From an optimization exercise on the open Yosys and OpenROAD flow, aimed at small area; shortcuts taken in it are not production practice. RTL that was checked went through simulation tests only; none was proved equivalent to the original. Function not checked in run 2: the RTL went through the layout flow alone. The flow treats the clock pin as an ideal source, which a real chip does not have. Power is estimated from default activity; no workload was simulated.

==> flow/design.v (outline; a module is shown in full before it is edited, if it fits) <==
// module c6288_top: 139 lines
// module Circuit6288h: 41 lines
// module TopLevel6288b: 1299 lines
// module nd: 4 lines
// module iv: 4 lines
// module fa: 5 lines
// module ha: 5 lines
// module xn: 4 lines
// module o2: 4 lines
// module incb: 5 lines
// module incl: 4 lines
// module cco: 4 lines
module c6288_top (clk,
    in256, in239, in222, in205, in188, in171, in154, in137, in120, in103, in86, in69, in52, in35, in18, in1, in528, in511, in494, in477, in460, in443, in426, in409, in392, in375, in358, in341, in324, in307, in290, in273,
    out6287, out6288, out6280, out6270, out6260, out6250, out6240, out6230, out6220, out6210, out6200, out6190, out6180, out6170, out6160, out6150, out6123, out5971, out5672, out5308, out4946, out4591, out4241, out3895, out3552, out3211, out2877, out2548, out2223, out1901, out1581, out545);
  // ...
==> flow/flow/run.sh <==
#!/bin/bash
set -euo pipefail
bash standard.sh \
  "BUFFER_PORTS_ARGS=-inputs -buffer_cell sky130_fd_sc_hd__buf_1" \
  "PRE_GLOBAL_PLACE_TCL=$PWD/flow/outbuf.tcl" \
  "PRE_CTS_TCL=$PWD/flow/clkbuf.tcl" \
  "CTS_ARGS=-clk_nets clk -dont_use_dummy_load" \
  finish > standard_flow.log 2>&1
==> flow/flow/clkbuf.tcl <==
# Clock tree by hand: the clock port drives 4 clock buffers; the
# flip-flops are split into 4 sectors by their angle around the core
# centre, and each buffer sits at the centre of its sector's flip-flops and
# drives them.  TritonCTS is then told to skip the clock net (CTS_ARGS).
set ngroups 4
set bufcell sky130_fd_sc_hd__clkbuf_4
set block [ord::get_db_block]
set dbu [$block getDbUnitsPerMicron]
set core [$block getCoreArea]
set cx [expr { ([$core xMin] + [$core xMax]) / 2.0 }]
set cy [expr { ([$core yMin] + [$core yMax]) / 2.0 }]
set sinks {}
foreach pin [get_pins -of_objects [get_nets clk] -filter "direction == input"] {
  set inst [$block findInst [get_full_name [get_cells -of_objects $pin]]]
  set loc [$inst getLocation]
  set a [expr { atan2([lindex $loc 1] - $cy, [lindex $loc 0] - $cx) }]
  lappend sinks [list $a [lindex $loc 0] [lindex $loc 1] [get_full_name $pin]]
}
set sinks [lsort -real -index 0 $sinks]
set n [llength $sinks]
# rotate the start so that the largest angular gap separates the first and last sector
set best 0; set gap -1
for {set k 0} {$k < $n} {incr k} {
  set a0 [lindex $sinks [expr { ($k + $n - 1) % $n }] 0]
  set a1 [lindex $sinks $k 0]
  set d [expr { $a1 - $a0 }]
  if { $d < 0 } { set d [expr { $d + 2 * 3.14159265 }] }
  if { $d > $gap } { set gap $d; set best $k }
}
set sinks [concat [lrange $sinks $best end] [lrange $sinks 0 [expr { $best - 1 }]]]
for {set i 0} {$i < $ngroups} {incr i} {
  set lo [expr { $i * $n / $ngroups }]
  set hi [expr { ($i + 1) * $n / $ngroups - 1 }]
  set sx 0.0; set sy 0.0; set pins {}
  foreach s [lrange $sinks $lo $hi] {
    set sx [expr { $sx + [lindex $s 1] }]
    set sy [expr { $sy + [lindex $s 2] }]
    lappend pins [get_pins [lindex $s 3]]
  }
  set m [llength $pins]
  insert_buffer -buffer_cell $bufcell -net clk -load_pins $pins \
    -location [list [expr { $sx / $m / $dbu }] [expr { $sy / $m / $dbu }]] \
    -buffer_name clkbuf_s$i -net_name clk_s$i
}
puts "clock split into $ngroups buffers over $n flip-flops"
global_connect
detailed_placement
==> flow/flow/outbuf.tcl <==
# Buffer every output port with the smallest buffer and keep those buffers
# (global_place.tcl's remove_buffers would otherwise take them out again).
# The inputs are buffered by the standard buffer_ports call after this hook.
buffer_ports -outputs -buffer_cell sky130_fd_sc_hd__buf_1
# connect the new buffers' power and ground pins by the design's global rules
global_connect
set n 0
foreach port [get_ports out*] {
  set net [get_nets [get_full_name $port]]
  foreach pin [get_pins -of_objects $net -filter "direction == output"] {
    set_dont_touch [get_cells -of_objects $pin]
    incr n
  }
}
puts "dont_touch set on $n output buffers"
if { $n != 32 } { error "expected 32 output buffers, found $n" }
==> flow/standard.sh <==
#!/bin/bash
# synth_recipe.tcl (not shown) runs the flow's synth.tcl, then flattens the netlist and writes it again
# the make line also repeats each setting of config.mk as NAME=value (left out here)
make -C /OpenROAD-flow-scripts/flow DESIGN_CONFIG=/design/flow/config.mk WORK_HOME=/design/flow/orfs CLKGATE_MAP_FILE= SYNTH_SCRIPT=/design/flow/synth_recipe.tcl "${@:-finish}"
==> flow/config.mk <==
export PLATFORM = sky130hd
export DESIGN_NAME = c6288_top
export DESIGN_NICKNAME = c6288_top
export VERILOG_FILES = /design/flow/design.v
export SDC_FILE = /design/flow/constraint.sdc
export NUM_CORES = 4
export LEC_CHECK = 0
export CAP_MARGIN = 20
export CORE_MARGIN = 2
export CORE_UTILIZATION = 40
export GPL_TIMING_DRIVEN = 0
export SLEW_MARGIN = 20
export SYNTH_HIERARCHICAL = 1
export SYNTH_MINIMUM_KEEP_SIZE = 0
==> flow/constraint.sdc <==
create_clock -name core_clock -period 10.0 [get_ports {clk}]
set_input_delay 2.0000 -clock core_clock [delete_from_list [all_inputs] [get_ports {clk}]]
set_output_delay 2.0000 -clock core_clock [all_outputs]
set_load 0.01 [all_outputs]
==> flow_metrics.tcl, run 1 <==
set metrics [dict create \
    syn_area_um2 6640 \
    switching_share_pct 47.8 \
    gr-usage-met2_pct 34.7 \
    track_usage_pct 20.4 \
    grt.met3_usage_pct 2.76 \
    pg_clk_uw 56.7 \
    crit_type "in -> reg" \
    syn2layout_area_growth_pct 8.65 \
    cp_max_fo 16 \
    clk_pin_slew_worst_paths_ps 90 \
    die_area_um2 17700 \
    setup_viol 0 \
    ir_drop_uv 233 \
    inverters_excl_clock 17 \
    status "no timing/DRC/antenna violations" \
    yosys_warnings 7 \
    internal_power_uw 1140 \
    finalCritPeriodShare_pct 97.0 \
    core_area_um2 16400 \
    layout_common_cells "nand2_1, fa_1, buf_1" \
    syn_inst 601 \
    netlist.area_leader.share_pct 66.6 \
    min-delay-start "in273" \
    synth_edf_count 0 \
    holdCritPathClass "in -> reg" \
    synth.area.top_cells "fa_1, nand2_1, dfxtp_1" \
    final_cell_count_no_fill 889 \
    portBuffers 64 \
    finalSetupTns_ps 0 \
    multi_input_area_um2 5940 \
    path_buf_inv 1 \
    critical-path-max-stage-delay_ps 580 \
    final_common_cell "nand2_1" \
    crit_chain "buf_2 -> nand2_1 -> fa_1 -> fa_1 -> fa_1 -> fa_1 -> fa_1 -> fa_1 -> fa_1 -> fa_1 -> fa_1 -> fa_1 -> fa_1 -> fa_1 -> fa_1 -> fa_1 -> fa_1 -> a21o_1 -> a21o_1 -> nand2_1 -> xor2_1" \
    setup.worst_path.end_class "register" \
]
==> run 2, diff against run 1 <==
--- a/flow/design.v
+++ b/flow/design.v
@@ -1353,135 +1353,170 @@
   wire c913;
   fa u914 (.a(c822), .b(s824), .c(c910), .s(s912), .co(c913));
   wire s915;
   wire c916;
   fa u917 (.a(c825), .b(s827), .c(c913), .s(s915), .co(c916));
   wire s918;
   wire c919;
   fa u920 (.a(c828), .b(s830), .c(c916), .s(s918), .co(c919));
-  wire s921;
-  wire c922;
-  fa u923 (.a(c831), .b(s833), .c(c919), .s(s921), .co(c922));
-  wire s924;
-  wire c925;
-  fa u926 (.a(c834), .b(s836), .c(c922), .s(s924), .co(c925));
-  wire s927;
-  wire c928;
-  fa u929 (.a(c837), .b(s839), .c(c925), .s(s927), .co(c928));
-  wire s930;
-  wire c931;
-  fa u932 (.a(c840), .b(s842), .c(c928), .s(s930), .co(c931));
-  wire s933;
-  wire c934;
-  fa u935 (.a(c843), .b(s845), .c(c931), .s(s933), .co(c934));
-  wire s936;
-  wire c937;
-  fa u938 (.a(c846), .b(s848), .c(c934), .s(s936), .co(c937));
-  wire s939;
-  wire c940;
-  fa u941 (.a(c849), .b(s851), .c(c937), .s(s939), .co(c940));
-  wire s942;
-  wire c943;
-  fa u944 (.a(c852), .b(s854), .c(c940), .s(s942), .co(c943));
-  wire s945;
-  wire c946;
-  fa u947 (.a(c855), .b(s857), .c(c943), .s(s945), .co(c946));
-  wire s948;
-  wire c949;
-  fa u950 (.a(c858), .b(s860), .c(c946), .s(s948), .co(c949));
-  iv u951 (.a(n_0_0), .y(P[0]));
-  iv u952 (.a(s902), .y(P[1]));
-  iv u953 (.a(s906), .y(P[2]));
-  iv u954 (.a(s909), .y(P[3]));
-  iv u955 (.a(s912), .y(P[4]));
-  iv u956 (.a(s915), .y(P[5]));
-  iv u957 (.a(s918), .y(P[6]));
-  iv u958 (.a(s921), .y(P[7]));
-  iv u959 (.a(s924), .y(P[8]));
-  iv u960 (.a(s927), .y(P[9]));
-  iv u961 (.a(s930), .y(P[10]));
-  iv u962 (.a(s933), .y(P[11]));
-  iv u963 (.a(s936), .y(P[12]));
-  iv u964 (.a(s939), .y(P[13]));
-  iv u965 (.a(s942), .y(P[14]));
-  iv u966 (.a(s945), .y(P[15]));
-  iv u967 (.a(s948), .y(P[16]));
-  wire s968;
-  wire c969;
-  ha u970 (.a(c861), .b(s863), .s(s968), .co(c969));
-  wire s971;
-  wire c972;
-  fa u973 (.a(c864), .b(s866), .c(c969), .s(s971), .co(c972));
-  xn u974 (.a(s968), .b(c949), .y(P[17]));
-  wire t975;
-  incb u976 (.s0(s971), .cin(c949), .t(s968), .p(P[18]), .tn(t975));
-  wire bco977;
-  cco u978 (.g(c972), .cin(c949), .t(t975), .y(bco977));
-  wire s979;
-  wire c980;
-  ha u981 (.a(c867), .b(s869), .s(s979), .co(c980));
-  wire s982;
-  wire c983;
-  fa u984 (.a(c870), .b(s872), .c(c980), .s(s982), .co(c983));
-  wire s985;
-  wire c986;
-  fa u987 (.a(c873), .b(s875), .c(c983), .s(s985), .co(c986));
-  wire s988;
-  wire c989;
-  fa u990 (.a(c876), .b(s878), .c(c986), .s(s988), .co(c989));
-  xn u991 (.a(s979), .b(bco977), .y(P[19]));
-  wire t992;
-  incb u993 (.s0(s982), .cin(bco977), .t(s979), .p(P[20]), .tn(t992));
-  wire t994;
-  incb u995 (.s0(s985), .cin(bco977), .t(t992), .p(P[21]), .tn(t994));
-  wire t996;
-  incb u997 (.s0(s988), .cin(bco977), .t(t994), .p(P[22]), .tn(t996));
-  wire bco998;
-  cco u999 (.g(c989), .cin(bco977), .t(t996), .y(bco998));
-  wire s1000;
-  wire c1001;
-  ha u1002 (.a(c879), .b(s881), .s(s1000), .co(c1001));
-  wire s1003;
+  iv u921 (.a(n_0_0), .y(P[0]));
+  iv u922 (.a(s902), .y(P[1]));
+  iv u923 (.a(s906), .y(P[2]));
+  iv u924 (.a(s909), .y(P[3]));
+  iv u925 (.a(s912), .y(P[4]));
+  iv u926 (.a(s915), .y(P[5]));
+  iv u927 (.a(s918), .y(P[6]));
+  wire p928;
+  wire g929;
+  ha u930 (.a(c831), .b(s833), .s(p928), .co(g929));
+  xn u931 (.a(p928), .b(c919), .y(P[7]));
+  wire cb932;
+  aoi u933 (.a(p928), .b(c919), .c(g929), .y(cb932));
+  wire pb934;
+  wire gb935;
+  xn u936 (.a(c834), .b(s836), .y(pb934));
+  nd u937 (.a(c834), .b(s836), .y(gb935));
+  xn u938 (.a(pb934), .b(cb932), .y(P[8]));
+  wire c939;
+  oai u940 (.a(pb934), .b(cb932), .c(gb935), .y(c939));
+  wire p941;
+  wire g942;
+  ha u943 (.a(c837), .b(s839), .s(p941), .co(g942));
+  xn u944 (.a(p941), .b(c939), .y(P[9]));
+  wire cb945;
+  aoi u946 (.a(p941), .b(c939), .c(g942), .y(cb945));
+  wire pb947;
+  wire gb948;
+  xn u949 (.a(c840), .b(s842), .y(pb947));
+  nd u950 (.a(c840), .b(s842), .y(gb948));
+  xn u951 (.a(pb947), .b(cb945), .y(P[10]));
+  wire c952;
+  oai u953 (.a(pb947), .b(cb945), .c(gb948), .y(c952));
+  wire p954;
+  wire g955;
+  ha u956 (.a(c843), .b(s845), .s(p954), .co(g955));
+  xn u957 (.a(p954), .b(c952), .y(P[11]));
+  wire cb958;
+  aoi u959 (.a(p954), .b(c952), .c(g955), .y(cb958));
+  wire pb960;
+  wire gb961;
+  xn u962 (.a(c846), .b(s848), .y(pb960));
+  nd u963 (.a(c846), .b(s848), .y(gb961));
+  xn u964 (.a(pb960), .b(cb958), .y(P[12]));
+  wire c965;
+  oai u966 (.a(pb960), .b(cb958), .c(gb961), .y(c965));
+  wire p967;
+  wire g968;
+  ha u969 (.a(c849), .b(s851), .s(p967), .co(g968));
+  xn u970 (.a(p967), .b(c965), .y(P[13]));
+  wire cb971;
+  aoi u972 (.a(p967), .b(c965), .c(g968), .y(cb971));
+  wire pb973;
+  wire gb974;
+  xn u975 (.a(c852), .b(s854), .y(pb973));
+  nd u976 (.a(c852), .b(s854), .y(gb974));
+  xn u977 (.a(pb973), .b(cb971), .y(P[14]));
+  wire c978;
+  oai u979 (.a(pb973), .b(cb971), .c(gb974), .y(c978));
+  wire p980;
+  wire g981;
+  ha u982 (.a(c855), .b(s857), .s(p980), .co(g981));
+  xn u983 (.a(p980), .b(c978), .y(P[15]));
+  wire cb984;
+  aoi u985 (.a(p980), .b(c978), .c(g981), .y(cb984));
+  wire pb986;
+  wire gb987;
+  xn u988 (.a(c858), .b(s860), .y(pb986));
+  nd u989 (.a(c858), .b(s860), .y(gb987));
+  xn u990 (.a(pb986), .b(cb984), .y(P[16]));
+  wire c991;
+  oai u992 (.a(pb986), .b(cb984), .c(gb987), .y(c991));
+  wire p993;
+  wire g994;
+  ha u995 (.a(c861), .b(s863), .s(p993), .co(g994));
+  xn u996 (.a(p993), .b(c991), .y(P[17]));
+  wire cb997;
+  aoi u998 (.a(p993), .b(c991), .c(g994), .y(cb997));
+  wire pb999;
+  wire gb1000;
+  xn u1001 (.a(c864), .b(s866), .y(pb999));
+  nd u1002 (.a(c864), .b(s866), .y(gb1000));
+  xn u1003 (.a(pb999), .b(cb997), .y(P[18]));
   wire c1004;
-  fa u1005 (.a(c882), .b(s884), .c(c1001), .s(s1003), .co(c1004));
-  wire s1006;
-  wire c1007;
-  fa u1008 (.a(s887), .b(c885), .c(c1004), .s(s1006), .co(c1007));
-  wire s1009;
-  wire c1010;
-  fa u1011 (.a(s890), .b(c888), .c(c1007), .s(s1009), .co(c1010));
-  wire s1012;
-  wire c1013;
-  fa u1014 (.a(s893), .b(c891), .c(c1010), .s(s1012), .co(c1013));
-  wire s1015;
-  wire c1016;
-  fa u1017 (.a(s896), .b(c894), .c(c1013), .s(s1015), .co(c1016));
-  wire s1018;
-  wire c1019;
-  fa u1020 (.a(s899), .b(c897), .c(c1016), .s(s1018), .co(c1019));
-  wire s1021;
-  wire c1022;
-  fa u1023 (.a(n_15_15), .b(c900), .c(c1019), .s(s1021), .co(c1022));
-  xn u1024 (.a(s1000), .b(bco998), .y(P[23]));
-  wire t1025;
-  incb u1026 (.s0(s1003), .cin(bco998), .t(s1000), .p(P[24]), .tn(t1025));
-  wire t1027;
-  incb u1028 (.s0(s1006), .cin(bco998), .t(t1025), .p(P[25]), .tn(t1027));
-  wire t1029;
-  incb u1030 (.s0(s1009), .cin(bco998), .t(t1027), .p(P[26]), .tn(t1029));
-  wire t1031;
-  incb u1032 (.s0(s1012), .cin(bco998), .t(t1029), .p(P[27]), .tn(t1031));
-  wire t1033;
-  incb u1034 (.s0(s1015), .cin(bco998), .t(t1031), .p(P[28]), .tn(t1033));
-  wire t1035;
-  incb u1036 (.s0(s1018), .cin(bco998), .t(t1033), .p(P[29]), .tn(t1035));
-  wire t1037;
-  incb u1038 (.s0(s1021), .cin(bco998), .t(t1035), .p(P[30]), .tn(t1037));
-  incl u1039 (.s0(c1022), .cin(bco998), .t(t1037), .p(P[31]));
+  oai u1005 (.a(pb999), .b(cb997), .c(gb1000), .y(c1004));
+  wire p1006;
+  wire g1007;
+  ha u1008 (.a(c867), .b(s869), .s(p1006), .co(g1007));
+  xn u1009 (.a(p1006), .b(c1004), .y(P[19]));
+  wire cb1010;
+  aoi u1011 (.a(p1006), .b(c1004), .c(g1007), .y(cb1010));
+  wire pb1012;
+  wire gb1013;
+  xn u1014 (.a(c870), .b(s872), .y(pb1012));
+  nd u1015 (.a(c870), .b(s872), .y(gb1013));
+  xn u1016 (.a(pb1012), .b(cb1010), .y(P[20]));
+  wire c1017;
+  oai u1018 (.a(pb1012), .b(cb1010), .c(gb1013), .y(c1017));
+  wire p1019;
+  wire g1020;
+  ha u1021 (.a(c873), .b(s875), .s(p1019), .co(g1020));
+  xn u1022 (.a(p1019), .b(c1017), .y(P[21]));
+  wire cb1023;
+  aoi u1024 (.a(p1019), .b(c1017), .c(g1020), .y(cb1023));
+  wire pb1025;
+  wire gb1026;
+  xn u1027 (.a(c876), .b(s878), .y(pb1025));
+  nd u1028 (.a(c876), .b(s878), .y(gb1026));
+  xn u1029 (.a(pb1025), .b(cb1023), .y(P[22]));
+  wire c1030;
+  oai u1031 (.a(pb1025), .b(cb1023), .c(gb1026), .y(c1030));
+  wire p1032;
+  wire g1033;
+  ha u1034 (.a(c879), .b(s881), .s(p1032), .co(g1033));
+  xn u1035 (.a(p1032), .b(c1030), .y(P[23]));
+  wire cb1036;
+  aoi u1037 (.a(p1032), .b(c1030), .c(g1033), .y(cb1036));
+  wire pb1038;
+  wire gb1039;
+  xn u1040 (.a(c882), .b(s884), .y(pb1038));
+  nd u1041 (.a(c882), .b(s884), .y(gb1039));
+  xn u1042 (.a(pb1038), .b(cb1036), .y(P[24]));
+  wire c1043;
+  oai u1044 (.a(pb1038), .b(cb1036), .c(gb1039), .y(c1043));
+  wire s1045;
+  wire c1046;
+  ha u1047 (.a(s887), .b(c885), .s(s1045), .co(c1046));
+  wire s1048;
+  wire c1049;
+  fa u1050 (.a(s890), .b(c888), .c(c1046), .s(s1048), .co(c1049));
+  wire s1051;
+  wire c1052;
+  fa u1053 (.a(s893), .b(c891), .c(c1049), .s(s1051), .co(c1052));
+  wire s1054;
+  wire c1055;
+  fa u1056 (.a(s896), .b(c894), .c(c1052), .s(s1054), .co(c1055));
+  wire s1057;
+  wire c1058;
+  fa u1059 (.a(s899), .b(c897), .c(c1055), .s(s1057), .co(c1058));
+  wire s1060;
+  wire c1061;
+  fa u1062 (.a(n_15_15), .b(c900), .c(c1058), .s(s1060), .co(c1061));
+  xn u1063 (.a(s1045), .b(c1043), .y(P[25]));
+  wire t1064;
+  incb u1065 (.s0(s1048), .cin(c1043), .t(s1045), .p(P[26]), .tn(t1064));
+  wire t1066;
+  incb u1067 (.s0(s1051), .cin(c1043), .t(t1064), .p(P[27]), .tn(t1066));
+  wire t1068;
+  incb u1069 (.s0(s1054), .cin(c1043), .t(t1066), .p(P[28]), .tn(t1068));
+  wire t1070;
+  incb u1071 (.s0(s1057), .cin(c1043), .t(t1068), .p(P[29]), .tn(t1070));
+  wire t1072;
+  incb u1073 (.s0(s1060), .cin(c1043), .t(t1070), .p(P[30]), .tn(t1072));
+  incl u1074 (.s0(c1061), .cin(c1043), .t(t1072), .p(P[31]));
 endmodule  
 module nd (a, b, y);
   input a, b; output y;
   assign y = ~(a & b);
 endmodule
 module iv (a, y);
   input a; output y;
   assign y = ~a;
@@ -1508,12 +1543,28 @@
   input s0, cin, t; output p, tn;
   assign p  = ~(s0 ^ (cin & t));
   assign tn = t & s0;
 endmodule
 module incl (s0, cin, t, p);
   input s0, cin, t; output p;
   assign p = ~(s0 ^ (cin & t));
 endmodule
+module aoi (a, b, c, y);
+  input a, b, c; output y;
+  assign y = ~((a & b) | c);
+endmodule
+module oai (a, b, c, y);
+  input a, b, c; output y;
+  assign y = ~((a | b) & c);
+endmodule
+module xo (a, b, y);
+  input a, b; output y;
+  assign y = a ^ b;
+endmodule
+module ndb (an, b, y);
+  input an, b; output y;
+  assign y = ~(~an & b);
+endmodule
 module cco (g, cin, t, y);
   input g, cin, t; output y;
   assign y = g | (cin & t);
 endmodule
==> flow_metrics.tcl, run 2 <==
set metrics [dict create \
    status "no timing/DRC/antenna violations" \
    setup.worst_path.end_class "register" \
    syn_area_um2 6610 \
    setup_viol 0 \
    n_antenna_cell 0 \
    yosys_warnings 7 \
    cap_violations 0 \
    core_area_um2 16300 \
    final_antenna_net_count 0 \
    syn2layout_area_growth_pct 8.25 \
    grt_pass1_vias 5510 \
    crit_type "in -> reg" \
    post_drt_wl_per_cell_um 18.7 \
    io_pins 65 \
    synth.area.top_cells "fa_1, nand2_1, dfxtp_1" \
    ctsHoldBuffers 0 \
    fmax_mhz 114 \
    power.density_nw_per_um2 312 \
    multi_input_area_um2 5950 \
    track_usage_pct 20.3 \
    synth_most_common_cell "nand2_1" \
    finalHoldViolations 0 \
    finalCritPeriodShare_pct 87.7 \
    area.sequential_um2 641 \
    vias 4783 \
    syn_inst 614 \
    required_ps 10050 \
    synth-async-reset-ratio_pct 0 \
    finalSetupTns_ps 0 \
    grt_max_degree 17 \
    drt-initial-drc-count 297 \
    leakage_uw 0.00236 \
    synth_nets 862 \
    yosys-top-cells-count "nand2_1, fa_1, xnor2_1" \
    worst_pin_slew_ps 1170 \
    setup_ws_ps 1230 \
    avgSynthCellArea_um2 10.8 \
    grt.met3_usage_pct 2.68 \
    ys_types 11 \
    fp-row-count 47 \
    cp_max_fo 16 \
    portBuffers 64 \
    drc 0 \
    cp-start-kind "input port" \
    grt_antenna_before_repair 1 \
    place.gp.congestion 0.846 \
    period_minus_slack_ps 8770 \
    ir_drop_uv 254 \
    synth_ff_type "dfxtp_1" \
    fillerInstances 1641 \
    post-place-ws_ps 1050 \
    grt-busiest-layer "met2" \
    clk_pin_slew_worst_paths_ps 90 \
    rsz0062_at_grt "false" \
    die_area_um2 17600 \
    final_common_cell "nand2_1" \
    maxSlewViolCount 0 \
    netlist.area_leader.share_pct 62.1 \
    postCtsSetupBuffers 0 \
    timing.hold.ws_ps 2410 \
    via_per_inst 5.30 \
    ys_ff_latch 32 \
    cts_resized 0 \
    start_util_pct 40.4 \
    drt_wl_total_um 16900 \
    gr-usage-met2_pct 34.2 \
    drive_gt1_share_pct 2.64 \
    use_met1_pct 27.5 \
    final_util_pct 43.8 \
    dr.pass1.iters 5 \
    fp.dieW_um 133 \
    yosysTopAreaCell "fa_1" \
    slew_headroom_pct 22.0 \
    grt.overflow.total 0 \
    final_nets 932 \
    ys_seq_area_share_pct 9.69 \
    holdCritPathClass "in -> reg" \
    grt_pass1_wl_um 28300 \
    dp.final_hpwl_um 12700 \
    cp.arrival_ps 8820 \
    power.total_uw 2230 \
    chipHeight_um 133 \
    synth_edf_count 0 \
    layout_common_cells "nand2_1, fa_1, buf_1" \
]
-- run 2: layout make-up, without the clock buffers --
cell class	instances	share of cell area, %
inverters	7	0.367
multi-input cells	575	83.1
flip-flops and latches	32	8.95
well taps	220	3.85
repair buffers	64	3.36
-- run 2: worst max-delay path, cell delays in order --
cell and delay (ps):
buf_1 730, nand2_1 160, fa_1 490, fa_1 420
fa_1 510, fa_1 450, xnor2_1 170, o21ai_1 230
a21oi_2 100, o21ai_1 310, a21oi_2 120, o21ai_1 280
a21oi_2 110, o21ai_1 250, a21oi_2 110, o21ai_1 270
a21oi_2 110, o21ai_1 260, a21oi_2 110, o21ai_1 240
a21oi_2 100, o21ai_1 250, a21oi_2 110, o21ai_1 580
nand2_1 160, xor2_1 170
-- run 2: path summary, 6_finish.rpt --
path	endpoint	slack, ps	cells past startpoint	start
worst max-delay path	out6280	1230	26	in86
worst min-delay path	out545	2410	3	in273
-- run 2: power by group --
| part | internal [µW] | switching (µW) |
|---|---|---|
| sequential | 240 | 16.5 |
| clock | 19.2 | 37.1 |
| combinational | 926 | 992 |
| total | 1190 | 1050 |
-- run 2: through the flow --
| step | area, µm² | cells |
|---|---|---|
| after floorplan | 6610 | 614 |
| after global placement | 7130 | 898 |
| after detailed placement | 7130 | 898 |
| after CTS | 7160 | 902 |
| after global routing | 7160 | 902 |
| final | 7160 | 902 |
-- run 2: per-module statistics from Yosys (local to each module, per instance), excerpt --
| module | cell area [µm²] | times used | flops+latches | cells |
|---|---|---|---|---|
| aoi | 8.76 | 9 | 0 | 1 |
| c6288_top | 641 | 1 | 32 | 32 |
| fa | 20.0 | 205 | 0 | 1 |
| ha | 12.5 | 10 | 0 | 1 |
| incb | 20.0 | 5 | 0 | 3 |
| incl | 12.5 | 1 | 0 | 2 |
| iv | 3.75 | 7 | 0 | 1 |
| nd | 3.75 | 265 | 0 | 1 |
| o2 | 6.26 | 16 | 0 | 1 |
| oai | 5.00 | 9 | 0 | 1 |
| xn | 8.76 | 44 | 0 | 1 |
-- run 2: cells by family (layout without fill, tap and decap cells) --
group	after synthesis	in the layout	synth area share [%]
buffers and inverters	7	75	0.397
xor gates and xnor gates	50	50	6.62
DFF	32	32	9.69
and+or+nand+nor	292	292	17.5
adders and majority gates	215	215	64.0
AOI/OAI and AO/OA	18	18	1.87
-- run 2: layer usage --
layer | vias to the layer above | wire, µm
li1 | 2011 | -
met1 | 2511 | 6570
met2 | 226 | 8470
met3 | 33 | 1330
met4 | 2 | 499
met5 | - | 10

[re-timing with driven ports]
Ports are ideal in the flow. The routed layouts listed here were re-timed in OpenROAD.
Step 1 (the two cells are an assumption about what drives the block):
set clk [get_ports {clk}]
set_driving_cell -lib_cell sky130_fd_sc_hd__clkbuf_16 $clk
set_driving_cell -lib_cell sky130_fd_sc_hd__buf_2 [delete_from_list [all_inputs] $clk]
Step 2, shift: input delay + t, output delay - t, t = (earliest + latest rising clock arrival at the registers) / 2. This alone moves slack from input paths to output paths.
Three values: ideal ports, drivers, drivers and shift; two values: the first two.
run | t (ns) | setup slack, ns | worst setup path at the end | clock arrival spread, ns | cell pins on the clock port's net
run 1 | 0.227 | 0.303 / 0.346 / 0.119 | input to register | 0.016 / 0.016 | 4
run 2 | 0.236 | 1.231 / 1.261 / 1.024 | input to register | 0.023 / 0.023 | 4
After both steps every run listed still meets setup and hold. The setup slack of run 2, which loses most, moves by +0.030 ns with the drivers and by -0.207 ns with both steps.
